Context: an optimization exercise on an open-source flow, tuned for small area, a short achievable clock period and few clock cycles. The choices shown serve that exercise and are no tape-out recipe.
The RTL was checked by simulation tests, not by an equivalence proof against the original design.
Power is estimated from default activity; no workload was simulated.

## top
module top(
    input  wire        clk,
    input  wire        rst,
    input  wire [63:0] i_data,
    input  wire        start,
    output wire [15:0] address,
    output reg         o_valid,
    output reg  [63:0] out_data,
    output reg         out_valid,
    output reg         done,
    output reg  [15:0] o_address,
    output wire [9:0]  done_cnt
);
Size: about 180 I/O pins, roughly 0.043 sq mm of cells after synthesis.
clock: 16.0 ns
lec_check: 0
abc_area: 1
cap_margin: 20
core_margin: 2
core_utilization: 40
slew_margin: 20
standard.sh (not shown) runs the stock make flow with config.mk's settings and CLKGATE_MAP_FILE= SYNTH_SCRIPT=/design/flow/synth_recipe.tcl, a recipe that flattens the netlist after the stock synthesis.
==> flow/flow/run.sh <==
#!/bin/bash
# The standard layout (bash standard.sh), with two changes to how it is made; the clock,
# the SDC and the synthesis are unchanged:
#  - timing repair aims at a setup slack of 11.6 ns instead of 0, so the resizer keeps
#    shortening the critical paths well below the 16 ns clock period;
#  - the port buffers are buf_4 cells rather than the resizer's default choice;
#  - the clock tree uses the CTS options below (clkbuf_8 buffers, no dummy loads).
set -euo pipefail
bash standard.sh SETUP_SLACK_MARGIN=11.6 "BUFFER_PORTS_ARGS=-buffer_cell sky130_fd_sc_hd__buf_4" "CTS_ARGS=-sink_clustering_enable -repair_clock_nets -root_buf sky130_fd_sc_hd__clkbuf_16 -tree_buf sky130_fd_sc_hd__clkbuf_16 -buf_list sky130_fd_sc_hd__clkbuf_8 -sink_clustering_size 14 -sink_clustering_max_diameter 45 -dont_use_dummy_load" finish > standard_flow.log 2>&1
The baseline ran to the end with no violations.
Testbench counts at the start, summed over its fixed seeds: cycles 2,712.
Rerun with:
--- a/flow/flow/run.sh
+++ b/flow/flow/run.sh
@@ -8,2 +8,2 @@
 set -euo pipefail
-bash standard.sh SETUP_SLACK_MARGIN=11.6 "BUFFER_PORTS_ARGS=-buffer_cell sky130_fd_sc_hd__buf_4" "CTS_ARGS=-sink_clustering_enable -repair_clock_nets -root_buf sky130_fd_sc_hd__clkbuf_16 -tree_buf sky130_fd_sc_hd__clkbuf_16 -buf_list sky130_fd_sc_hd__clkbuf_8 -sink_clustering_size 14 -sink_clustering_max_diameter 45 -dont_use_dummy_load" finish > standard_flow.log 2>&1
+bash standard.sh SETUP_SLACK_MARGIN=11.6 "BUFFER_PORTS_ARGS=-buffer_cell sky130_fd_sc_hd__buf_4" "CTS_ARGS=-sink_clustering_enable -repair_clock_nets -root_buf sky130_fd_sc_hd__clkbuf_16 -tree_buf sky130_fd_sc_hd__clkbuf_16 -buf_list sky130_fd_sc_hd__clkbuf_8 -sink_clustering_size 16 -sink_clustering_max_diameter 50 -dont_use_dummy_load" finish > standard_flow.log 2>&1
CORE_UTILIZATION = 70   (was 40)
The changed run went through all stages and came out clean.
Register-to-register slack is better by 0.04 ns.
Core utilization increases by 32 points.
Wire length shrinks by 4.9%.
Final area is lower by 3.3%.
Rerun with:
--- a/flow/flow/run.sh
+++ b/flow/flow/run.sh
@@ -8,2 +8,2 @@
 set -euo pipefail
-bash standard.sh SETUP_SLACK_MARGIN=11.6 "BUFFER_PORTS_ARGS=-buffer_cell sky130_fd_sc_hd__buf_4" "CTS_ARGS=-sink_clustering_enable -repair_clock_nets -root_buf sky130_fd_sc_hd__clkbuf_16 -tree_buf sky130_fd_sc_hd__clkbuf_16 -buf_list sky130_fd_sc_hd__clkbuf_8 -sink_clustering_size 16 -sink_clustering_max_diameter 50 -dont_use_dummy_load" finish > standard_flow.log 2>&1
+bash standard.sh SETUP_SLACK_MARGIN=11.6 "BUFFER_PORTS_ARGS=-buffer_cell sky130_fd_sc_hd__buf_4" "CTS_ARGS=-sink_clustering_enable -repair_clock_nets -root_buf sky130_fd_sc_hd__clkbuf_16 -tree_buf sky130_fd_sc_hd__clkbuf_16 -buf_list sky130_fd_sc_hd__clkbuf_8 -sink_clustering_size 18 -sink_clustering_max_diameter 55 -dont_use_dummy_load" finish > standard_flow.log 2>&1
CORE_UTILIZATION = 55   (was 70)
Outcome: The new run finished with timing, DRC and antenna clean; synthesized area is unchanged; total power went down by about 1.2%; wire length went down by about 0.34%.
Rerun with:
CORE_UTILIZATION = 70   (was 55)
=>
- non-clock buffer count goes down by 3
- clock power went down by about 4%
- clock-buffer cell count fell by 9
- critical path depth is unchanged
- first-iteration DRC count came out higher by 2.7%
- die area came out lower by 21%
- sequential power is higher by about 0.8%
- utilization is higher by 16 points
- register-to-register slack gets worse by 0.11 ns
- worst setup slack is better by 0.015 ns
- final cell count decreases by 4.8%
Rerun with:
CORE_UTILIZATION = 40   (was 70)
PLACE_DENSITY = 0.7   (was unset)
=> Final area rises by 2.3%. Sequential share of layout area falls by 1.4 points. Via count barely changes. Routed wire length rises by 5.0%. Worst setup slack gets worse by 0.0043 ns. Global-route usage falls by 11 points. Sequential cell count stays the same. Hold slack gets worse by 0.011 ns. Die area rises by 74%. Clock skew falls by 0.0069 ns. Sequential power barely changes.
Rerun with:
CORE_UTILIZATION = 65   (was 40)
PLACE_DENSITY = unset   (was 0.7)
What happened: Utilization rises by 26 points; non-clock buffer count falls by 8; worst setup slack is better by 0.015 ns; total power falls by about 0.9%; clock power falls by about 4%; die area falls by 38%; worst hold slack is better by 0.0063 ns.

[what the ideal ports hide]
In the flow no input, the clock included, has a driving cell. The finished layouts below were timed again as built, in two steps.
Step 1: set_driving_cell puts a clkbuf_16 on clk and a buf_2 on each other input, an assumption about the parent block.
Step 2 moves the port delays by t, midway between the first and last clock arrival at a register: inputs arrive t later, outputs are due t later. That takes back most of the time a late clock gives input paths.
Three values: ideal, step 1, step 2; two values: the first two.
run | t, ns | slack for setup (ns) | worst setup path after step 2 | latest minus earliest clock arrival (ns) | pins driven straight from the clock port
the first run | 0.752 | 11.599 / 11.530 / 11.738 | input to register | 0.079 / 0.079 | 1
the second run | 0.671 | 11.644 / 11.579 / 11.789 | input to register | 0.085 / 0.084 | 1
the third run | 0.675 | 11.629 / 11.561 / 11.778 | input to register | 0.084 / 0.084 | 1
the fourth run | 0.664 | 11.645 / 11.580 / 11.804 | input to register | 0.082 / 0.083 | 1
the fifth run | 0.695 | 11.640 / 11.571 / 11.725 | input to register | 0.092 / 0.092 | 1
the sixth run | 0.676 | 11.655 / 11.590 / 11.824 | input to register | 0.077 / 0.078 | 1
After both steps setup and hold are still met in every run listed.
